Context: an optimization exercise on an open-source flow, tuned for small area. The choices shown serve that exercise and are no tape-out recipe.
The RTL was checked by simulation tests, not by an equivalence proof against the original design.

## flow/design.v (module list and top-level ports; edited modules follow where they fit)
// module Posit_mult_N32_ES6_PIPE6: 67 lines
// module pack_ctl: 8 lines
// module inc31: 16 lines
// module posit_dec: 301 lines
// module lzc30: 93 lines
// module mul24: 986 lines
// module pack: 209 lines
// module fa_cell: 6 lines
// module ha_cell: 6 lines
// module sel_cell: 5 lines
// module xor_cell: 5 lines
// module xnor_cell: 5 lines
// module or_cell: 5 lines
// module muxi_cell: 5 lines
// module cpa48: 253 lines
module Posit_mult_N32_ES6_PIPE6(clk, in1, in2, start, out, inf, zero, done);
  // ...
==> flow/flow/run.sh <==
#!/bin/bash
set -euo pipefail
export BUFFER_PORTS_ARGS="-buffer_cell sky130_fd_sc_hd__buf_1"
export REMOVE_ABC_BUFFERS=1
bash standard.sh > standard.log 2>&1
==> flow/standard.sh <==
#!/bin/bash
# synth_recipe.tcl (not shown) runs the flow's synth.tcl, then flattens the netlist and writes it again
# the make line also repeats each setting of config.mk as NAME=value (left out here)
make -C /OpenROAD-flow-scripts/flow DESIGN_CONFIG=/design/flow/config.mk WORK_HOME=/design/flow/orfs CLKGATE_MAP_FILE= SYNTH_SCRIPT=/design/flow/synth_recipe.tcl "${@:-finish}"
==> flow/config.mk <==
export PLATFORM = sky130hd
export DESIGN_NAME = Posit_mult_N32_ES6_PIPE6
export DESIGN_NICKNAME = Posit_mult_N32_ES6_PIPE6
export VERILOG_FILES = /design/flow/design.v
export SDC_FILE = /design/flow/constraint.sdc
export NUM_CORES = 4
export LEC_CHECK = 0
export CAP_MARGIN = 20
export CORE_MARGIN = 2
export CORE_UTILIZATION = 40
export CTS_BUF_LIST = sky130_fd_sc_hd__clkbuf_8
export GPL_TIMING_DRIVEN = 0
export SLEW_MARGIN = 20
export SYNTH_HIERARCHICAL = 1
export SYNTH_MINIMUM_KEEP_SIZE = 0
==> flow/constraint.sdc <==
create_clock -name core_clock -period 9.0 [get_ports {clk}]
set_input_delay 1.8000 -clock core_clock [delete_from_list [all_inputs] [get_ports {clk}]]
set_output_delay 1.8000 -clock core_clock [all_outputs]
set_load 0.01 [all_outputs]
==> impl_metrics.toml, run 1 <==
[outcome]
status = "finished clean"

[placed_design]
preCtsSetupSlack_ns = -0.427
port_buffers = 100

[yosys]
synth_top_family_by_area = "adder cells"
synth_edf_count = 0
netlist_top_cells_area = "fa_1, mux2i_1, xor2_1"
synthAdderAreaFrac_pct = 27.1
synth-simple-area-share_pct = 8.66
synth_commonest_cells = "mux2i_1, xor2_1, fa_1"
netlist_area_mm2 = 0.0256
yosysWarnings = 7

[timing]
drv_slew = 0
period_needed_ns = 8.56
rsz0062_at_grt = "no"

[run]
drv_cap = 0

[detailed_routing]
vias = 20300
top_layer_used = "met4"
route.detailed.drc = 0

[worst_hold_path]
whs_endpoint = "q2"
hp-class = "reg -> reg"
holdCritStartpoint = "q1"

[global_routing]
busiest_layer = "met2"
grt.total_usage_pct = 21.6
grt_pass1_vias = 20900
use_met1_pct = 28.7

[floorplanning]
core_mm2 = 0.0631

[final_layout]
regArea_mm2 = 0.00218
largest_register_ffs = 36
top_regs = "z2 (36), fa1n (23), fb1n (23)"
multi_input_area_mm2 = 0.0213
final_cells = 3459
final_util_pct = 41.7

[setup_path]
crit_path_end = "r2"
crit_type = "reg -> reg"
path_buf_inv = 3
path_max_fanout = 26

[cts]
htreeDepth = 3
==> inputs of run 2 (changes only) <==
==> flow/flow/run.sh (replaced) <==
#!/bin/bash
# The standard layout (the standard.sh: ORFS synthesis through finish),
# with the port buffers that global placement inserts made from the smallest
# buffer cell instead of the resizer's default choice.
set -euo pipefail
export BUFFER_PORTS_ARGS="-buffer_cell sky130_fd_sc_hd__buf_1"
bash standard.sh > standard.log 2>&1
--- a/flow/config.mk
+++ b/flow/config.mk
@@ -9,7 +9,6 @@
 export CORE_MARGIN = 2
 export CORE_UTILIZATION = 40
 export CTS_BUF_LIST = sky130_fd_sc_hd__clkbuf_8
-export GPL_TIMING_DRIVEN = 0
 export SLEW_MARGIN = 20
 export SYNTH_HIERARCHICAL = 1
 export SYNTH_MINIMUM_KEEP_SIZE = 0
==> run 2 against run 1 <==
  * Register-to-register slack improved by 0.71 ns
  * Highest routed layer unchanged
  * Still clean on timing, DRC and antenna
  * Clock skew shrank 0.017 ns
  * Critical path type is now in -> reg
  * Synthesized cell count unchanged
  * Largest cell class unchanged
==> impl_metrics.toml, run 2 <==
[outcome]
status = "finished clean"

[yosys]
synthCells = 2714
netlist_area_mm2 = 0.0256
synth_flop_cell = "dfxtp_1"
synthArstFlopShare_pct = 0
syn_avg_cell_area_um2 = 9.42
yosysWarnings = 7
synth_edf_count = 0
synth.ff_latch_count = 108
synth_top_area_share_pct = 20.1
synth_top_area_cell = "fa_1"
ys_types = 79
synth.most_common_cell = "mux2i_1"
netlist_top_cells_area = "fa_1, mux2i_1, xor2_1"
yosysSeqAreaShare_pct = 8.46
synth_commonest_cells = "mux2i_1, xor2_1, fa_1"

[timing]
final.setup.tns_ns = 0
whs_ns = 0.334
rsz0062_at_grt = "no"
relSlewSlack_pct = 20.5
drv_slew = 0
tightest_slew_ns = 1.19
period_needed_ns = 8.08
max_freq_mhz = 124
setup_ws_ns = 0.925
hold_viol_final = 0
setup_violations = 0
finClkSkew_ns = 0.0153
fin_crit_sh_pct = 89.7

[cts]
clk_pin_slew_ns = 0.10
ctsResizeCount = 0
numCtsBuffers = 9
clockBufferDepth = 2
postCtsHoldBufs = 0
clk_latency_ns = 0.44
clkSinkCount = 108
cts_setup_buffers = 0
cts_tree = "yes"
htreeDepth = 3
cts-root-buf = "clkbuf_8"

[placed_design]
preCtsSetupSlack_ns = 0.469
hpwl_um = 57300
place_area_mm2 = 0.0258
gp_congestion = 0.924
port_buffers = 100

[final_layout]
area_growth_pct = 1.53
fin_area_mm2 = 0.0260
layout.nets = 3101
final_common_cell = "mux2i_1"
top_register = "z2"
drive_above_1_share_pct = 7.08
regArea_mm2 = 0.00217
largest_register_ffs = 36
top_regs = "z2 (36), fa1n (23), fb1n (23)"
n_fill_cell = 6339
multi_input_area_mm2 = 0.0212
final_cell_mix = "mux2i_1, xor2_1, fa_1"

[detailed_routing]
wirelength_um = 74400
routedWlPerCell_um = 21.3
drt-initial-drc-count = 1677
vias = 20400
route.detailed.drc = 0
ant_nets = 0
vias_per_cell = 5.85
drt_pass1_iterations = 6

[floorplanning]
core_mm2 = 0.0631
start_util_pct = 40.5
fp.dieArea_mm2 = 0.0660
io_pins = 101
rows = 92
die_h_um = 257
die_w_um = 257

[worst_hold_path]
hp-class = "reg -> reg"

[setup_path]
reg2reg_depth = 22
r2r-end = "z2[32]"
crit_type = "in -> reg"
crit_path_end = "e1[12]"
path_max_fanout = 31
reg2reg_setup_slack_ns = 1.15
crit_required_ns = 9.39
arrival_ns = 8.47
start_kind = "input port"
cp-startpoint = "in2[14]"
r2r-start = "fb1n[9]"
crit_path_end_kind = "register"

[global_routing]
overflow = 0
antenna_found_initial = 0
grt_max_degree = 35
grt_pass1_vias = 20900
grt.total_usage_pct = 22.1
grt_pass1_wl_um = 116000

[run]
drv_cap = 0
## run 2: cell counts after synthesis
Identical to the previous run, type by type.
## run 2: cell type report
cell class              count  share of cell area [%]
flip-flops and latches    108                    8.36
well taps                 846                    4.08
clock buffers               9                   0.477
inverters                 123                    1.78
multi-input cells        2227                    81.7
diodes                      1                 0.00964
repair buffers            167                    3.43
clock inverters             6                   0.207
## run 2: stage by stage
step | instances | utilization [%]
after detailed placement | 3471 | 40.9
after CTS | 3486 | 41.1
after global placement | 3471 | 40.9
after global routing | 3486 | 41.1
after floorplan | 2714 | -
final | 3487 | 41.2
## run 2: worst min path at each step
stage / from / cells after the start / endpoint
floorplan: d1 / 0 / d2
global placement: d1 / 0 / d2
detailed placement: d1 / 0 / d2
CTS: d1 / 0 / d2
global route: d1 / 0 / d2
finish: d1 / 0 / d2
## run 2: worst max-delay path: stages
cell and delay, ns:
buf_1 0.11, or4_4 0.57, or3_1 0.51, o41a_1 0.53, xnor2_4 0.33, xor3_1 0.42, or4_1 0.58, or2_1 0.29
nor3_2 0.17, buf_4 0.34, mux2i_1 0.35, mux2i_1 0.15, mux2i_1 0.22, mux2i_1 0.14, mux2i_1 0.16, inv_1 0.09
ha_1 0.21, fa_1 0.41, a21o_1 0.21, a22o_1 0.18, a2bb2oi_1 0.17, a2111oi_2 0.37, a211o_1 0.13
## run 2: per-module statistics from Yosys (local to each module, per instance), excerpt
module,cells,flops+latches,times used
mul24,304,0,1
posit_dec,195,0,2
pack,46,0,1
pack_ctl,37,0,2
inc31,17,0,1
fa_cell,1,0,256
xor_cell,1,0,271
sel_cell,1,0,242
## run 2: logic make-up (layout without fill, tap and decap cells)
family	after synthesis	count (layout)	synth area share, %
buffers and inverters	379	305	9.16
muxes	405	405	15.9
other	1	2	0.0147
AOI/OAI and AO/OA	525	525	13.6
xor gates and xnor gates	492	492	17.1
adders and majority gates	399	399	27.1
DFF	108	108	8.46
and+or+nand+nor	405	405	8.66
## run 2: layer usage
layer,share of wire (%),up-vias,track usage [%]
li1,-,9341,-
met1,41,9965,27.5
met2,47,903,37.7
met3,7.8,188,3.89
met4,3.7,0,9.14
met5,0,-,0
==> module Posit_mult_N32_ES6_PIPE6, before the edit <==
module Posit_mult_N32_ES6_PIPE6(clk, in1, in2, start, out, inf, zero, done);
input clk;
input [31:0] in1, in2;
input start;
output [31:0] out;
output inf, zero;
output done;
wire nz1, nz2, sg1, sg2, rc1, rc2;
wire [4:0]  k1, k2;      
wire [28:0] g1n, g2n;    
posit_dec u_dec1 (.in(in1), .nz(nz1), .sgn(sg1), .rc(rc1), .k(k1), .fn(g1n));
posit_dec u_dec2 (.in(in2), .nz(nz2), .sgn(sg2), .rc(rc2), .k(k2), .fn(g2n));
wire [12:0] sc1 = {{2{~rc1}}, k1 ^ {5{~rc1}}, ~g1n[28:23]};
wire [12:0] sc2 = {{2{~rc2}}, k2 ^ {5{~rc2}}, ~g2n[28:23]};
wire kill_t = ~(nz1 & nz2);                  
wire inf_t  = (sg1 & ~nz1) | (sg2 & ~nz2);
wire zero_t = ~(sg1 | nz1) & ~(sg2 | nz2);
reg        d1, p1, q1;
reg [12:0] e1;
reg [22:0] fa1n, fb1n;
always @(posedge clk) begin
    d1   <= start;
    p1   <= kill_t ? inf_t  : (sg1 ^ sg2);
    q1   <= kill_t ? zero_t : (sg1 ^ sg2);
    e1   <= kill_t ? 13'h1000 : sc1 + sc2;
    fa1n <= g1n[22:0];
    fb1n <= g2n[22:0];
end
wire [47:0] px, py;
mul24 u_mul (.an(fa1n), .bn(fb1n), .x(px), .y(py));
wire [28:0] ph;          
wire        pz;          
cpa48 u_cpa (.x(px), .y(py), .sh(ph), .zlo(pz));
wire ovf = ph[28];
wire [12:0] ctl0, ctl1;
pack_ctl u_ctl0 (.e(e1),         .ctl(ctl0));
pack_ctl u_ctl1 (.e(e1 + 13'd1), .ctl(ctl1));
wire [4:0] sh1 = ctl1[4:0] + 5'd1;
wire [35:28] ztop = ovf ? {ctl1[12:6], ph[27]} : {~ctl0[12], ctl0[12:6]};
reg        d2, p2, q2, r2, f2;
reg [4:0]  sh2;          
reg [35:0] z2;           
always @(posedge clk) begin
    d2  <= d1;
    p2  <= p1;
    q2  <= q1;
    r2  <= ovf ? ctl1[5] : ctl0[5];
    f2  <= ovf ? ~ctl1[12] : ~ctl0[12];
    sh2 <= ovf ? sh1 : ctl0[4:0];
    z2  <= {ztop, ph[26:0], ~pz};
end
wire [33:2] wn;          
wire stk;
pack u_pack (.z(z2), .fill(f2), .sh(sh2), .wn(wn), .stk(stk));
wire [30:0] yn = {~f2, wn[33:4]};             
wire gn = wn[3], rn = wn[2];
wire n2 = p2 & q2;
wire ulp = ~gn & (~rn | stk | ~yn[0]) & r2;
wire inc = n2 ? gn : ulp;
wire [30:0] t = yn ^ {31{~n2}};
wire [30:0] mag;
inc31 u_inc (.a(t), .ci(inc), .s(mag));
assign out  = {p2, mag};
assign inf  = p2 & ~q2;
assign zero = ~p2 & q2;
assign done = d2;
endmodule
==> module cpa48, before the edit <==
module cpa48(x, y, sh, zlo);
input [47:0] x, y;
output [28:0] sh;
output zlo;
wire g0_0, p0_0; ha_cell u_gp0 (.a(x[0]), .b(y[0]), .s(p0_0), .co(g0_0));
wire g1_1, p1_1; ha_cell u_gp1 (.a(x[1]), .b(y[1]), .s(p1_1), .co(g1_1));
wire g2_2, p2_2; ha_cell u_gp2 (.a(x[2]), .b(y[2]), .s(p2_2), .co(g2_2));
wire g3_3, p3_3; ha_cell u_gp3 (.a(x[3]), .b(y[3]), .s(p3_3), .co(g3_3));
wire g4_4, p4_4; ha_cell u_gp4 (.a(x[4]), .b(y[4]), .s(p4_4), .co(g4_4));
wire g5_5, p5_5; ha_cell u_gp5 (.a(x[5]), .b(y[5]), .s(p5_5), .co(g5_5));
wire g6_6, p6_6; ha_cell u_gp6 (.a(x[6]), .b(y[6]), .s(p6_6), .co(g6_6));
wire g7_7, p7_7; ha_cell u_gp7 (.a(x[7]), .b(y[7]), .s(p7_7), .co(g7_7));
wire g8_8, p8_8; ha_cell u_gp8 (.a(x[8]), .b(y[8]), .s(p8_8), .co(g8_8));
wire g9_9, p9_9; ha_cell u_gp9 (.a(x[9]), .b(y[9]), .s(p9_9), .co(g9_9));
wire g10_10, p10_10; ha_cell u_gp10 (.a(x[10]), .b(y[10]), .s(p10_10), .co(g10_10));
wire g11_11, p11_11; ha_cell u_gp11 (.a(x[11]), .b(y[11]), .s(p11_11), .co(g11_11));
wire g12_12, p12_12; ha_cell u_gp12 (.a(x[12]), .b(y[12]), .s(p12_12), .co(g12_12));
wire g13_13, p13_13; ha_cell u_gp13 (.a(x[13]), .b(y[13]), .s(p13_13), .co(g13_13));
wire g14_14, p14_14; ha_cell u_gp14 (.a(x[14]), .b(y[14]), .s(p14_14), .co(g14_14));
wire g15_15, p15_15; ha_cell u_gp15 (.a(x[15]), .b(y[15]), .s(p15_15), .co(g15_15));
wire g16_16, p16_16; ha_cell u_gp16 (.a(x[16]), .b(y[16]), .s(p16_16), .co(g16_16));
wire g17_17, p17_17; ha_cell u_gp17 (.a(x[17]), .b(y[17]), .s(p17_17), .co(g17_17));
wire g18_18, p18_18; ha_cell u_gp18 (.a(x[18]), .b(y[18]), .s(p18_18), .co(g18_18));
wire g19_19, p19_19; ha_cell u_gp19 (.a(x[19]), .b(y[19]), .s(p19_19), .co(g19_19));
wire g20_20, p20_20; ha_cell u_gp20 (.a(x[20]), .b(y[20]), .s(p20_20), .co(g20_20));
wire g21_21, p21_21; ha_cell u_gp21 (.a(x[21]), .b(y[21]), .s(p21_21), .co(g21_21));
wire g22_22, p22_22; ha_cell u_gp22 (.a(x[22]), .b(y[22]), .s(p22_22), .co(g22_22));
wire g23_23, p23_23; ha_cell u_gp23 (.a(x[23]), .b(y[23]), .s(p23_23), .co(g23_23));
wire g24_24, p24_24; ha_cell u_gp24 (.a(x[24]), .b(y[24]), .s(p24_24), .co(g24_24));
wire g25_25, p25_25; ha_cell u_gp25 (.a(x[25]), .b(y[25]), .s(p25_25), .co(g25_25));
wire g26_26, p26_26; ha_cell u_gp26 (.a(x[26]), .b(y[26]), .s(p26_26), .co(g26_26));
wire g27_27, p27_27; ha_cell u_gp27 (.a(x[27]), .b(y[27]), .s(p27_27), .co(g27_27));
wire g28_28, p28_28; ha_cell u_gp28 (.a(x[28]), .b(y[28]), .s(p28_28), .co(g28_28));
wire g29_29, p29_29; ha_cell u_gp29 (.a(x[29]), .b(y[29]), .s(p29_29), .co(g29_29));
wire g30_30, p30_30; ha_cell u_gp30 (.a(x[30]), .b(y[30]), .s(p30_30), .co(g30_30));
wire g31_31, p31_31; ha_cell u_gp31 (.a(x[31]), .b(y[31]), .s(p31_31), .co(g31_31));
wire g32_32, p32_32; ha_cell u_gp32 (.a(x[32]), .b(y[32]), .s(p32_32), .co(g32_32));
wire g33_33, p33_33; ha_cell u_gp33 (.a(x[33]), .b(y[33]), .s(p33_33), .co(g33_33));
wire g34_34, p34_34; ha_cell u_gp34 (.a(x[34]), .b(y[34]), .s(p34_34), .co(g34_34));
wire g35_35, p35_35; ha_cell u_gp35 (.a(x[35]), .b(y[35]), .s(p35_35), .co(g35_35));
wire g36_36, p36_36; ha_cell u_gp36 (.a(x[36]), .b(y[36]), .s(p36_36), .co(g36_36));
wire g37_37, p37_37; ha_cell u_gp37 (.a(x[37]), .b(y[37]), .s(p37_37), .co(g37_37));
wire g38_38, p38_38; ha_cell u_gp38 (.a(x[38]), .b(y[38]), .s(p38_38), .co(g38_38));
wire g39_39, p39_39; ha_cell u_gp39 (.a(x[39]), .b(y[39]), .s(p39_39), .co(g39_39));
wire g40_40, p40_40; ha_cell u_gp40 (.a(x[40]), .b(y[40]), .s(p40_40), .co(g40_40));
wire g41_41, p41_41; ha_cell u_gp41 (.a(x[41]), .b(y[41]), .s(p41_41), .co(g41_41));
wire g42_42, p42_42; ha_cell u_gp42 (.a(x[42]), .b(y[42]), .s(p42_42), .co(g42_42));
wire g43_43, p43_43; ha_cell u_gp43 (.a(x[43]), .b(y[43]), .s(p43_43), .co(g43_43));
wire g44_44, p44_44; ha_cell u_gp44 (.a(x[44]), .b(y[44]), .s(p44_44), .co(g44_44));
wire g45_45, p45_45; ha_cell u_gp45 (.a(x[45]), .b(y[45]), .s(p45_45), .co(g45_45));
wire g46_46, p46_46; ha_cell u_gp46 (.a(x[46]), .b(y[46]), .s(p46_46), .co(g46_46));
wire g47_47, p47_47; ha_cell u_gp47 (.a(x[47]), .b(y[47]), .s(p47_47), .co(g47_47));
wire g1_0 = g1_1 | (p1_1 & g0_0);
wire p1_0 = p1_1 & p0_0;
wire g3_2 = g3_3 | (p3_3 & g2_2);
wire p3_2 = p3_3 & p2_2;
wire g5_4 = g5_5 | (p5_5 & g4_4);
wire p5_4 = p5_5 & p4_4;
wire g7_6 = g7_7 | (p7_7 & g6_6);
wire p7_6 = p7_7 & p6_6;
wire g9_8 = g9_9 | (p9_9 & g8_8);
wire p9_8 = p9_9 & p8_8;
wire g11_10 = g11_11 | (p11_11 & g10_10);
wire p11_10 = p11_11 & p10_10;
wire g13_12 = g13_13 | (p13_13 & g12_12);
wire p13_12 = p13_13 & p12_12;
wire g15_14 = g15_15 | (p15_15 & g14_14);
wire p15_14 = p15_15 & p14_14;
wire g17_16 = g17_17 | (p17_17 & g16_16);
wire p17_16 = p17_17 & p16_16;
wire g19_18 = g19_19 | (p19_19 & g18_18);
wire p19_18 = p19_19 & p18_18;
wire g21_20 = g21_21 | (p21_21 & g20_20);
wire p21_20 = p21_21 & p20_20;
wire g23_22 = g23_23 | (p23_23 & g22_22);
wire p23_22 = p23_23 & p22_22;
wire g25_24 = g25_25 | (p25_25 & g24_24);
wire p25_24 = p25_25 & p24_24;
wire g27_26 = g27_27 | (p27_27 & g26_26);
wire p27_26 = p27_27 & p26_26;
wire g29_28 = g29_29 | (p29_29 & g28_28);
wire p29_28 = p29_29 & p28_28;
wire g31_30 = g31_31 | (p31_31 & g30_30);
wire p31_30 = p31_31 & p30_30;
wire g33_32 = g33_33 | (p33_33 & g32_32);
wire p33_32 = p33_33 & p32_32;
wire g35_34 = g35_35 | (p35_35 & g34_34);
wire p35_34 = p35_35 & p34_34;
wire g37_36 = g37_37 | (p37_37 & g36_36);
wire p37_36 = p37_37 & p36_36;
wire g39_38 = g39_39 | (p39_39 & g38_38);
wire p39_38 = p39_39 & p38_38;
wire g41_40 = g41_41 | (p41_41 & g40_40);
wire p41_40 = p41_41 & p40_40;
wire g43_42 = g43_43 | (p43_43 & g42_42);
wire p43_42 = p43_43 & p42_42;
wire g45_44 = g45_45 | (p45_45 & g44_44);
wire p45_44 = p45_45 & p44_44;
wire g47_46 = g47_47 | (p47_47 & g46_46);
wire p47_46 = p47_47 & p46_46;
wire g3_0 = g3_2 | (p3_2 & g1_0);
wire p3_0 = p3_2 & p1_0;
wire g7_4 = g7_6 | (p7_6 & g5_4);
wire p7_4 = p7_6 & p5_4;
wire g11_8 = g11_10 | (p11_10 & g9_8);
wire p11_8 = p11_10 & p9_8;
wire g15_12 = g15_14 | (p15_14 & g13_12);
wire p15_12 = p15_14 & p13_12;
wire g19_16 = g19_18 | (p19_18 & g17_16);
wire p19_16 = p19_18 & p17_16;
wire g23_20 = g23_22 | (p23_22 & g21_20);
wire p23_20 = p23_22 & p21_20;
wire g27_24 = g27_26 | (p27_26 & g25_24);
wire p27_24 = p27_26 & p25_24;
wire g31_28 = g31_30 | (p31_30 & g29_28);
wire p31_28 = p31_30 & p29_28;
wire g35_32 = g35_34 | (p35_34 & g33_32);
wire p35_32 = p35_34 & p33_32;
wire g39_36 = g39_38 | (p39_38 & g37_36);
wire p39_36 = p39_38 & p37_36;
wire g43_40 = g43_42 | (p43_42 & g41_40);
wire p43_40 = p43_42 & p41_40;
wire g47_44 = g47_46 | (p47_46 & g45_44);
wire p47_44 = p47_46 & p45_44;
wire g7_0 = g7_4 | (p7_4 & g3_0);
wire p7_0 = p7_4 & p3_0;
wire g15_8 = g15_12 | (p15_12 & g11_8);
wire p15_8 = p15_12 & p11_8;
wire g23_16 = g23_20 | (p23_20 & g19_16);
wire p23_16 = p23_20 & p19_16;
wire g31_24 = g31_28 | (p31_28 & g27_24);
wire p31_24 = p31_28 & p27_24;
wire g39_32 = g39_36 | (p39_36 & g35_32);
wire p39_32 = p39_36 & p35_32;
wire g47_40 = g47_44 | (p47_44 & g43_40);
wire p47_40 = p47_44 & p43_40;
wire g15_0 = g15_8 | (p15_8 & g7_0);
wire p15_0 = p15_8 & p7_0;
wire g31_16 = g31_24 | (p31_24 & g23_16);
wire p31_16 = p31_24 & p23_16;
wire g47_32 = g47_40 | (p47_40 & g39_32);
wire p47_32 = p47_40 & p39_32;
wire g31_0 = g31_16 | (p31_16 & g15_0);
wire p31_0 = p31_16 & p15_0;
wire g2_0 = g2_2 | (p2_2 & g1_0);
wire g4_0 = g4_4 | (p4_4 & g3_0);
wire g5_0 = g5_4 | (p5_4 & g3_0);
wire g6_0 = g6_6 | (p6_6 & g5_0);
wire g8_0 = g8_8 | (p8_8 & g7_0);
wire g9_0 = g9_8 | (p9_8 & g7_0);
wire g10_0 = g10_10 | (p10_10 & g9_0);
wire g11_0 = g11_8 | (p11_8 & g7_0);
wire g12_0 = g12_12 | (p12_12 & g11_0);
wire g13_0 = g13_12 | (p13_12 & g11_0);
wire g14_0 = g14_14 | (p14_14 & g13_0);
wire g16_0 = g16_16 | (p16_16 & g15_0);
wire g17_0 = g17_16 | (p17_16 & g15_0);
wire g18_0 = g18_18 | (p18_18 & g17_0);
wire g19_0 = g19_16 | (p19_16 & g15_0);
wire g20_0 = g20_20 | (p20_20 & g19_0);
wire g21_0 = g21_20 | (p21_20 & g19_0);
wire g22_0 = g22_22 | (p22_22 & g21_0);
wire g23_0 = g23_16 | (p23_16 & g15_0);
wire g24_0 = g24_24 | (p24_24 & g23_0);
wire g25_0 = g25_24 | (p25_24 & g23_0);
wire g26_0 = g26_26 | (p26_26 & g25_0);
wire g27_0 = g27_24 | (p27_24 & g23_0);
wire g28_0 = g28_28 | (p28_28 & g27_0);
wire g29_0 = g29_28 | (p29_28 & g27_0);
wire g30_0 = g30_30 | (p30_30 & g29_0);
wire g32_0 = g32_32 | (p32_32 & g31_0);
wire g33_0 = g33_32 | (p33_32 & g31_0);
wire g34_0 = g34_34 | (p34_34 & g33_0);
wire g35_0 = g35_32 | (p35_32 & g31_0);
wire g36_0 = g36_36 | (p36_36 & g35_0);
wire g37_0 = g37_36 | (p37_36 & g35_0);
wire g38_0 = g38_38 | (p38_38 & g37_0);
wire g39_0 = g39_32 | (p39_32 & g31_0);
wire g40_0 = g40_40 | (p40_40 & g39_0);
wire g41_0 = g41_40 | (p41_40 & g39_0);
wire g42_0 = g42_42 | (p42_42 & g41_0);
wire g43_0 = g43_40 | (p43_40 & g39_0);
wire g44_0 = g44_44 | (p44_44 & g43_0);
wire g45_0 = g45_44 | (p45_44 & g43_0);
wire g46_0 = g46_46 | (p46_46 & g45_0);
wire g47_0 = g47_32 | (p47_32 & g31_0);
xor_cell u_s19 (.a(p19_19), .b(g18_0), .y(sh[0]));
xor_cell u_s20 (.a(p20_20), .b(g19_0), .y(sh[1]));
xor_cell u_s21 (.a(p21_21), .b(g20_0), .y(sh[2]));
xor_cell u_s22 (.a(p22_22), .b(g21_0), .y(sh[3]));
xor_cell u_s23 (.a(p23_23), .b(g22_0), .y(sh[4]));
xor_cell u_s24 (.a(p24_24), .b(g23_0), .y(sh[5]));
xor_cell u_s25 (.a(p25_25), .b(g24_0), .y(sh[6]));
xor_cell u_s26 (.a(p26_26), .b(g25_0), .y(sh[7]));
xor_cell u_s27 (.a(p27_27), .b(g26_0), .y(sh[8]));
xor_cell u_s28 (.a(p28_28), .b(g27_0), .y(sh[9]));
xor_cell u_s29 (.a(p29_29), .b(g28_0), .y(sh[10]));
xor_cell u_s30 (.a(p30_30), .b(g29_0), .y(sh[11]));
xor_cell u_s31 (.a(p31_31), .b(g30_0), .y(sh[12]));
xor_cell u_s32 (.a(p32_32), .b(g31_0), .y(sh[13]));
xor_cell u_s33 (.a(p33_33), .b(g32_0), .y(sh[14]));
xor_cell u_s34 (.a(p34_34), .b(g33_0), .y(sh[15]));
xor_cell u_s35 (.a(p35_35), .b(g34_0), .y(sh[16]));
xor_cell u_s36 (.a(p36_36), .b(g35_0), .y(sh[17]));
xor_cell u_s37 (.a(p37_37), .b(g36_0), .y(sh[18]));
xor_cell u_s38 (.a(p38_38), .b(g37_0), .y(sh[19]));
xor_cell u_s39 (.a(p39_39), .b(g38_0), .y(sh[20]));
xor_cell u_s40 (.a(p40_40), .b(g39_0), .y(sh[21]));
xor_cell u_s41 (.a(p41_41), .b(g40_0), .y(sh[22]));
xor_cell u_s42 (.a(p42_42), .b(g41_0), .y(sh[23]));
xor_cell u_s43 (.a(p43_43), .b(g42_0), .y(sh[24]));
xor_cell u_s44 (.a(p44_44), .b(g43_0), .y(sh[25]));
xor_cell u_s45 (.a(p45_45), .b(g44_0), .y(sh[26]));
xor_cell u_s46 (.a(p46_46), .b(g45_0), .y(sh[27]));
xor_cell u_s47 (.a(p47_47), .b(g46_0), .y(sh[28]));
wire o0 = g0_0 | p0_0;
wire z1; xnor_cell u_z1 (.a(p1_1), .b(o0), .y(z1));
wire o1 = g1_1 | p1_1;
wire z2; xnor_cell u_z2 (.a(p2_2), .b(o1), .y(z2));
wire o2 = g2_2 | p2_2;
wire z3; xnor_cell u_z3 (.a(p3_3), .b(o2), .y(z3));
wire o3 = g3_3 | p3_3;
wire z4; xnor_cell u_z4 (.a(p4_4), .b(o3), .y(z4));
wire o4 = g4_4 | p4_4;
wire z5; xnor_cell u_z5 (.a(p5_5), .b(o4), .y(z5));
wire o5 = g5_5 | p5_5;
wire z6; xnor_cell u_z6 (.a(p6_6), .b(o5), .y(z6));
wire o6 = g6_6 | p6_6;
wire z7; xnor_cell u_z7 (.a(p7_7), .b(o6), .y(z7));
wire o7 = g7_7 | p7_7;
wire z8; xnor_cell u_z8 (.a(p8_8), .b(o7), .y(z8));
wire o8 = g8_8 | p8_8;
wire z9; xnor_cell u_z9 (.a(p9_9), .b(o8), .y(z9));
wire o9 = g9_9 | p9_9;
wire z10; xnor_cell u_z10 (.a(p10_10), .b(o9), .y(z10));
wire o10 = g10_10 | p10_10;
wire z11; xnor_cell u_z11 (.a(p11_11), .b(o10), .y(z11));
wire o11 = g11_11 | p11_11;
wire z12; xnor_cell u_z12 (.a(p12_12), .b(o11), .y(z12));
wire o12 = g12_12 | p12_12;
wire z13; xnor_cell u_z13 (.a(p13_13), .b(o12), .y(z13));
wire o13 = g13_13 | p13_13;
wire z14; xnor_cell u_z14 (.a(p14_14), .b(o13), .y(z14));
wire o14 = g14_14 | p14_14;
wire z15; xnor_cell u_z15 (.a(p15_15), .b(o14), .y(z15));
wire o15 = g15_15 | p15_15;
wire z16; xnor_cell u_z16 (.a(p16_16), .b(o15), .y(z16));
wire o16 = g16_16 | p16_16;
wire z17; xnor_cell u_z17 (.a(p17_17), .b(o16), .y(z17));
wire o17 = g17_17 | p17_17;
wire z18; xnor_cell u_z18 (.a(p18_18), .b(o17), .y(z18));
assign zlo = ~p0_0 & z1 & z2 & z3 & z4 & z5 & z6 & z7 & z8 & z9 & z10 & z11 & z12 & z13 & z14 & z15 & z16 & z17 & z18;
endmodule
==> inputs of run 3 (changes only) <==
--- a/flow/design.v
+++ b/flow/design.v
@@ -27,11 +27,20 @@
     fa1n <= g1n[22:0];
     fb1n <= g2n[22:0];
 end
+genvar gi;
 wire [47:0] px, py;
 mul24 u_mul (.an(fa1n), .bn(fb1n), .x(px), .y(py));
 wire [28:0] ph;          
-wire        pz;          
-cpa48 u_cpa (.x(px), .y(py), .sh(ph), .zlo(pz));
+cpa48 u_cpa (.x(px), .y(py), .sh(ph));
+wire [19:0] za, zb;
+assign za[0] = 1'b1;
+assign zb[0] = 1'b1;
+generate for (gi = 1; gi < 20; gi = gi + 1) begin : g_tz
+    assign za[gi] = za[gi-1] & fa1n[gi-1];
+    assign zb[gi] = zb[gi-1] & fb1n[gi-1];
+end endgenerate
+wire pz = |(za & {zb[0], zb[1], zb[2], zb[3], zb[4], zb[5], zb[6], zb[7], zb[8], zb[9],
+                  zb[10], zb[11], zb[12], zb[13], zb[14], zb[15], zb[16], zb[17], zb[18], zb[19]});
 wire ovf = ph[28];
 wire [12:0] ctl0, ctl1;
 pack_ctl u_ctl0 (.e(e1),         .ctl(ctl0));
@@ -1716,10 +1725,9 @@
 output y;
 assign y = ~(s ? a1 : a0);
 endmodule
-module cpa48(x, y, sh, zlo);
+module cpa48(x, y, sh);
 input [47:0] x, y;
 output [28:0] sh;
-output zlo;
 wire g0_0, p0_0; ha_cell u_gp0 (.a(x[0]), .b(y[0]), .s(p0_0), .co(g0_0));
 wire g1_1, p1_1; ha_cell u_gp1 (.a(x[1]), .b(y[1]), .s(p1_1), .co(g1_1));
 wire g2_2, p2_2; ha_cell u_gp2 (.a(x[2]), .b(y[2]), .s(p2_2), .co(g2_2));
@@ -1931,41 +1939,4 @@
 xor_cell u_s45 (.a(p45_45), .b(g44_0), .y(sh[26]));
 xor_cell u_s46 (.a(p46_46), .b(g45_0), .y(sh[27]));
 xor_cell u_s47 (.a(p47_47), .b(g46_0), .y(sh[28]));
-wire o0 = g0_0 | p0_0;
-wire z1; xnor_cell u_z1 (.a(p1_1), .b(o0), .y(z1));
-wire o1 = g1_1 | p1_1;
-wire z2; xnor_cell u_z2 (.a(p2_2), .b(o1), .y(z2));
-wire o2 = g2_2 | p2_2;
-wire z3; xnor_cell u_z3 (.a(p3_3), .b(o2), .y(z3));
-wire o3 = g3_3 | p3_3;
-wire z4; xnor_cell u_z4 (.a(p4_4), .b(o3), .y(z4));
-wire o4 = g4_4 | p4_4;
-wire z5; xnor_cell u_z5 (.a(p5_5), .b(o4), .y(z5));
-wire o5 = g5_5 | p5_5;
-wire z6; xnor_cell u_z6 (.a(p6_6), .b(o5), .y(z6));
-wire o6 = g6_6 | p6_6;
-wire z7; xnor_cell u_z7 (.a(p7_7), .b(o6), .y(z7));
-wire o7 = g7_7 | p7_7;
-wire z8; xnor_cell u_z8 (.a(p8_8), .b(o7), .y(z8));
-wire o8 = g8_8 | p8_8;
-wire z9; xnor_cell u_z9 (.a(p9_9), .b(o8), .y(z9));
-wire o9 = g9_9 | p9_9;
-wire z10; xnor_cell u_z10 (.a(p10_10), .b(o9), .y(z10));
-wire o10 = g10_10 | p10_10;
-wire z11; xnor_cell u_z11 (.a(p11_11), .b(o10), .y(z11));
-wire o11 = g11_11 | p11_11;
-wire z12; xnor_cell u_z12 (.a(p12_12), .b(o11), .y(z12));
-wire o12 = g12_12 | p12_12;
-wire z13; xnor_cell u_z13 (.a(p13_13), .b(o12), .y(z13));
-wire o13 = g13_13 | p13_13;
-wire z14; xnor_cell u_z14 (.a(p14_14), .b(o13), .y(z14));
-wire o14 = g14_14 | p14_14;
-wire z15; xnor_cell u_z15 (.a(p15_15), .b(o14), .y(z15));
-wire o15 = g15_15 | p15_15;
-wire z16; xnor_cell u_z16 (.a(p16_16), .b(o15), .y(z16));
-wire o16 = g16_16 | p16_16;
-wire z17; xnor_cell u_z17 (.a(p17_17), .b(o16), .y(z17));
-wire o17 = g17_17 | p17_17;
-wire z18; xnor_cell u_z18 (.a(p18_18), .b(o17), .y(z18));
-assign zlo = ~p0_0 & z1 & z2 & z3 & z4 & z5 & z6 & z7 & z8 & z9 & z10 & z11 & z12 & z13 & z14 & z15 & z16 & z17 & z18;
 endmodule
--- a/flow/config.mk
+++ b/flow/config.mk
@@ -7,8 +7,8 @@
 export LEC_CHECK = 0
 export CAP_MARGIN = 20
 export CORE_MARGIN = 2
-export CORE_UTILIZATION = 40
-export CTS_BUF_LIST = sky130_fd_sc_hd__clkbuf_8
+export CORE_UTILIZATION = 60
+export PLACE_DENSITY = 0.7
 export SLEW_MARGIN = 20
 export SYNTH_HIERARCHICAL = 1
 export SYNTH_MINIMUM_KEEP_SIZE = 0
==> run 3 against run 2 <==
  * Global-route usage rose by 9.6 points
  * Utilization rose by 20 points
  * Non-clock buffer count rose by 14
  * Critical endpoint is now z2[34]
==> impl_metrics.toml, run 3 <==
[yosys]
yosysWarnings = 7
synth.ff_latch_count = 108
ys_types = 82
synth_flop_cell = "dfxtp_1"
synth_top_area_cell = "fa_1"
synth_edf_count = 0
netlist_top_cells_area = "fa_1, mux2i_1, xor2_1"
synthArstFlopShare_pct = 0
netlist_area_mm2 = 0.0254
synth_top_area_share_pct = 20.3
synth.most_common_cell = "mux2i_1"
yosysSeqAreaShare_pct = 8.52
syn_avg_cell_area_um2 = 9.41
synthCells = 2695
synth_commonest_cells = "mux2i_1, xor2_1, fa_1"

[timing]
relSlewSlack_pct = 28.4
setup_violations = 0
rsz0062_at_grt = "no"
period_needed_ns = 8.32
finClkSkew_ns = 0.0288
fin_crit_sh_pct = 92.5
drv_slew = 0
max_freq_mhz = 120
tightest_slew_ns = 1.07
hold_viol_final = 0
final.setup.tns_ns = 0

[global_routing]
overflow = 0
grt_pass1_wl_um = 111000
grt_max_degree = 35
antenna_found_initial = 1
grt_pass1_vias = 20600
grt.total_usage_pct = 31.7

[cts]
numCtsBuffers = 9
cts_tree = "yes"
clk_pin_slew_ns = 0.07
clockBufferDepth = 2
clk_latency_ns = 0.40
cts-root-buf = "clkbuf_16"
postCtsHoldBufs = 0
cts_setup_buffers = 0
clkSinkCount = 108
ctsResizeCount = 0
htreeDepth = 3

[floorplanning]
fp.dieArea_mm2 = 0.0439
core_mm2 = 0.0419
rows = 75
io_pins = 101
die_w_um = 210
die_h_um = 210
start_util_pct = 60.6

[placed_design]
dp_cells = 3157
gp_congestion = 0.936
port_buffers = 100
hpwl_um = 54100

[final_layout]
layout.nets = 3094
n_fill_cell = 3590
top_regs = "z2 (36), fa1n (23), fb1n (23)"
largest_register_ffs = 36
diodes = 0
final_cell_mix = "mux2i_1, xor2_1, fa_1"
final_cells = 3173
area_growth_pct = 0.898
drive_above_1_share_pct = 7.18
top_register = "z2"
final_common_cell = "mux2i_1"

[detailed_routing]
route.detailed.drc = 0
routedWlPerCell_um = 21.8
drt-initial-drc-count = 2120
vias_per_cell = 6.41
ant_nets = 0
vias = 20300
drt_pass1_iterations = 6
wirelength_um = 69300

[worst_hold_path]
hp-class = "reg -> reg"
holdCritStartpoint = "p1"

[setup_path]
path_max_fanout = 23
start_kind = "register"
arrival_ns = 8.60
slowest_delay_ns = 0.67
cp_common_cell = "fa_1"
critPathTopFamily = "adder cells"
worstPathCellList = "inv_1, ha_1, inv_1, o22ai_1, xor2_1, fa_1, fa_1, fa_1, fa_1, fa_1, ha_1, a21o_1, a21o_1, a221oi_2, nand2b_1, or3b_1, a221o_1, a31o_1, a31o_1, xor2_1, buf_4, mux2_2"
r2r-start = "fb1n[1]"
cp-startpoint = "fb1n[1]"
crit_required_ns = 9.27
path_buf_inv = 3
crit_type = "reg -> reg"
crit_path_end_kind = "register"
cpMaxStageDelayCell = "inv_1"

[outcome]
status = "finished clean"

[run]
drv_cap = 0
## run 3: cell types whose count changed after synthesis, moves of 9 or more
cell,previous run,this run
xnor2_1,132,108
mux2_1,9,0
mux2_2,0,9
or2_2,45,27
## run 3: final cells by class
| type | instances | area [um^2] | share of cell area, % |
|---|---|---|---|
| flip-flops and latches | 108 | 2170 | 8.48 |
| clock inverters | 7 | 92.6 | 0.362 |
| inverters | 120 | 450 | 1.76 |
| multi-input cells | 2209 | 21000 | 82.0 |
| repair buffers | 181 | 983 | 3.84 |
| clock buffers | 9 | 225 | 0.880 |
| well taps | 539 | 674 | 2.64 |
## run 3: cells by family (layout without fill, tap and decap cells)
| family | after synthesis | count (layout) | synth area share [%] |
|---|---|---|---|
| flops | 108 | 108 | 8.52 |
| xor+xnor | 470 | 470 | 16.5 |
| mux | 406 | 406 | 16.1 |
| simple gates | 403 | 403 | 8.57 |
| compound gates | 530 | 530 | 13.8 |
| buf+inv | 378 | 317 | 9.20 |
| other cells | 1 | 1 | 0.0148 |
| fa+ha+maj | 399 | 399 | 27.3 |
## run 3: final timing paths
check                 to  slack (ns)  depth (start not counted)
setup reg to reg  z2[34]        0.68                         22
setup / recovery  z2[34]        0.68                         22
hold reg to reg       p2        0.33                          0
hold / removal        p2        0.33                          0
## run 3: per-stage QoR
step	setup slack, ns	hold slack, ns	utilization (%)	area (um^2)
finish	0.675	0.334	61.1	25600
global placement	0.700	0.316	60.4	25300
detailed placement	0.507	0.313	60.4	25300
floorplan	0.152	0.310	-	25400
global route	0.414	0.343	61.1	25600
CTS	0.852	0.336	61.1	25600
## run 3: worst register-to-register path, cell delays in order (launching register included)
cell      delay (ns)
dfxtp_1         0.64
inv_1           0.14
ha_1            0.35
inv_1           0.67
o22ai_1         0.19
xor2_1          0.21
fa_1            0.48
fa_1            0.52
fa_1            0.46
fa_1            0.55
fa_1            0.43
ha_1            0.36
a21o_1          0.21
a21o_1          0.18
a221oi_2        0.48
nand2b_1        0.17
or3b_1          0.47
a221o_1         0.42
a31o_1          0.27
a31o_1          0.24
xor2_1          0.14
buf_4           0.25
mux2_2          0.38
## run 3: modules after synthesis, one instance, submodules excluded, a selection
module | flops+latches | times used | cells | cell area [um^2]
Posit_mult_N32_ES6_PIPE6 | 108 | 1 | 358 | 3900
cpa48 | 0 | 1 | 106 | 684
fa_cell | 0 | 256 | 1 | 20.0
ha_cell | 0 | 107 | 1 | 12.5
inc31 | 0 | 1 | 17 | 114
lzc30 | 0 | 2 | 58 | 344
mul24 | 0 | 1 | 306 | 1980
muxi_cell | 0 | 392 | 1 | 10.0
or_cell | 0 | 7 | 1 | 6.26
pack_ctl | 0 | 2 | 37 | 231
xnor_cell | 0 | 7 | 1 | 8.76
xor_cell | 0 | 271 | 1 | 8.76
## run 3: layer usage
layer,track usage [%],wire length [um]
met1,40.9,28700
met2,52.8,32700
met3,6.78,5380
met4,11.3,2500
met5,0,13
==> inputs of run 4 (changes only) <==
--- a/flow/config.mk
+++ b/flow/config.mk
@@ -7,8 +7,8 @@
 export LEC_CHECK = 0
 export CAP_MARGIN = 20
 export CORE_MARGIN = 2
-export CORE_UTILIZATION = 60
-export PLACE_DENSITY = 0.7
+export CORE_UTILIZATION = 40
+export CTS_BUF_LIST = sky130_fd_sc_hd__clkbuf_8
 export SLEW_MARGIN = 20
 export SYNTH_HIERARCHICAL = 1
 export SYNTH_MINIMUM_KEEP_SIZE = 0
==> run 4 against run 3 <==
  * Utilization shrank 20 points
  * Design area up 1.5%
  * Highest routed layer is now met4
  * Routed wire length increased by 8.7%
  * Clock-buffer cell count increased by 1
  * Register-to-register slack better by 0.21 ns
  * Still clean
  * Maximum frequency rose by 2.6%
  * Synthesized area unchanged
  * Die area up 49%
  * Global-route usage shrank 9.4 points
==> impl_metrics.toml, run 4 <==
[detailed_routing]
ant_nets = 0
routedWlPerCell_um = 21.6
vias_per_cell = 5.83
drt-initial-drc-count = 1591
vias = 20400
route.detailed.drc = 0
wirelength_um = 75300
drt_pass1_iterations = 7

[cts]
cts_setup_buffers = 0
numCtsBuffers = 9
cts_tree = "yes"
postCtsHoldBufs = 0
clk_latency_ns = 0.44
clkSinkCount = 108
cts-root-buf = "clkbuf_8"
clockBufferDepth = 2
clk_pin_slew_ns = 0.11
htreeDepth = 3
ctsResizeCount = 0

[yosys]
synthArstFlopShare_pct = 0
synth_flop_cell = "dfxtp_1"
synth_top_area_share_pct = 20.3
yosysWarnings = 7
yosysSeqAreaShare_pct = 8.52
synth.most_common_cell = "mux2i_1"
synthCells = 2695
synth_commonest_cells = "mux2i_1, xor2_1, fa_1"
netlist_area_mm2 = 0.0254
synth_top_area_cell = "fa_1"
netlist_top_cells_area = "fa_1, mux2i_1, xor2_1"
syn_avg_cell_area_um2 = 9.41
synth_edf_count = 0
synth.ff_latch_count = 108
ys_types = 82

[timing]
max_freq_mhz = 123
final.setup.tns_ns = 0
whs_ns = 0.337
period_needed_ns = 8.12
relSlewSlack_pct = 32.5
rsz0062_at_grt = "no"
drv_slew = 0
fin_crit_sh_pct = 90.2
finClkSkew_ns = 0.0247
tightest_slew_ns = 1.01
setup_violations = 0
hold_viol_final = 0

[final_layout]
layout.nets = 3104
area_growth_pct = 2.37
top_register = "z2"
final_cell_mix = "mux2i_1, xor2_1, fa_1"
top_regs = "z2 (36), fa1n (23), fb1n (23)"
final_cells = 3491
largest_register_ffs = 36
drive_above_1_share_pct = 7.49
final_common_cell = "mux2i_1"
n_fill_cell = 6295

[global_routing]
overflow = 0
grt_max_degree = 35
grt_pass1_wl_um = 117000
antenna_found_initial = 1
grt_pass1_vias = 20800
grt.total_usage_pct = 22.3

[setup_path]
start_kind = "register"
arrival_ns = 8.45
crit_type = "reg -> reg"
worstPathCellList = "inv_1, ha_1, inv_1, buf_4, o22ai_1, xor2_1, fa_1, fa_1, fa_1, fa_1, fa_1, ha_1, nor2b_1, o21ai_0, o211ai_1, or3b_1, a221o_1, a31o_1, a31o_1, xor2_1, buf_4, mux2_2"
crit_required_ns = 9.34
slowest_delay_ns = 0.63
cpMaxStageDelayCell = "dfxtp_1"
crit_path_end_kind = "register"
path_max_fanout = 19
cp_common_cell = "fa_1"

[floorplanning]
die_w_um = 256
io_pins = 101
rows = 92
fp.dieArea_mm2 = 0.0654
core_mm2 = 0.0629
start_util_pct = 40.4
die_h_um = 256

[placed_design]
port_buffers = 100
hpwl_um = 59400
dp_cells = 3474
gp_congestion = 0.937

[worst_hold_path]
hp-class = "reg -> reg"

[outcome]
status = "finished clean"

[run]
drv_cap = 0
[run 4: kinds of logic after synthesis]
logic type | after synthesis | share of synthesized area, %
buf+inv | 378 | 9.20
mux | 406 | 16.1
flops | 108 | 8.52
other cells | 1 | 0.0148
simple gates | 403 | 8.57
fa+ha+maj | 399 | 27.3
xor+xnor | 470 | 16.5
compound gates | 530 | 13.8
[run 4: worst paths after layout]
check | from | slack, ns | end | cells past startpoint
max | fb1n[9] | 0.88 | z2[34] | 22
min | d1 | 0.34 | d2 | 0
min reg2reg | d1 | 0.34 | d2 | 0
max reg2reg | fb1n[9] | 0.88 | z2[34] | 22
[run 4: worst max-delay path: cells and delay by family, from the launching register on]
family | cells | cell delay, ns
xor+xnor | 2 | 0.44
buf+inv | 4 | 1.23
flops | 1 | 0.63
mux | 1 | 0.37
simple gates | 2 | 0.69
fa+ha+maj | 7 | 3.24
compound gates | 6 | 1.38
[run 4: cell type report]
| class | count | area (um^2) | area share, % |
|---|---|---|---|
| multi-input cells | 2209 | 21000 | 80.9 |
| clock inverters | 6 | 93.8 | 0.361 |
| inverters | 120 | 450 | 1.73 |
| clock buffers | 10 | 138 | 0.530 |
| diodes | 1 | 2.50 | 0.00964 |
| flip-flops and latches | 108 | 2170 | 8.35 |
| well taps | 846 | 1060 | 4.08 |
| repair buffers | 191 | 1060 | 4.08 |
[run 4: per-module statistics from Yosys (local to each module, per instance)]
module / cell area, um^2 / flip-flops and latches / cells inside
or_cell: 6.26 / 0 / 1
pack: 334 / 0 / 46
pack_ctl: 231 / 0 / 37
lzc30: 344 / 0 / 58
mul24: 1980 / 0 / 306
cpa48: 684 / 0 / 106
muxi_cell: 10.0 / 0 / 1
Posit_mult_N32_ES6_PIPE6: 3900 / 108 / 358
posit_dec: 1410 / 0 / 195
xor_cell: 8.76 / 0 / 1
inc31: 114 / 0 / 17
xnor_cell: 8.76 / 0 / 1
fa_cell: 20.0 / 0 / 1
sel_cell: 6.26 / 0 / 1
ha_cell: 12.5 / 0 / 1
[run 4: per-layer routing]
metal	GRT usage, %	vias up	wire [um]
met5	0	-	0
met1	27.8	9969	31500
li1	-	9374	-
met2	38.4	828	36000
met4	9.00	0	2680
met3	3.79	189	5220
[run 4: stage by stage]
stage	util (%)	cell area, um^2	setup slack, ns
after CTS	41.3	26000	0.918
after floorplan	-	25400	0.152
after global placement	40.9	25700	0.726
after detailed placement	40.9	25700	0.561
final	41.3	26000	0.885
after global routing	41.3	26000	0.560

-- what the ideal ports hide --
No port has a modelled driver above. Below, the same layouts with a new extraction and two added sets of constraints.
Step 1 assumes that a clkbuf_16 drives the clock port and a buf_2 every other input.
Step 2 adds t to the input delays and takes it off the output delays; t is the mean of the earliest and latest rising clock arrival at the registers after step 1. Input paths then give back, and output paths get back, about the clock's delay inside the block.
Slacks: no drivers / after step 1 / after step 2; pairs: no drivers / after step 1.
run | t (ns) | setup slack, ns | clock arrival spread, ns
run 1 | 0.479 | 0.438 / 0.438 / 0.262 | 0.032 / 0.032
run 2 | 0.485 | 0.925 / 0.951 / 0.466 | 0.018 / 0.018
run 3 | 0.451 | 0.675 / 0.675 / 0.479 | 0.029 / 0.030
run 4 | 0.480 | 0.885 / 0.885 / 0.598 | 0.025 / 0.024
After both steps every run listed still meets setup and hold. The setup slack of run 2, which loses most, moves by +0.026 ns with the drivers and by -0.459 ns with both steps.
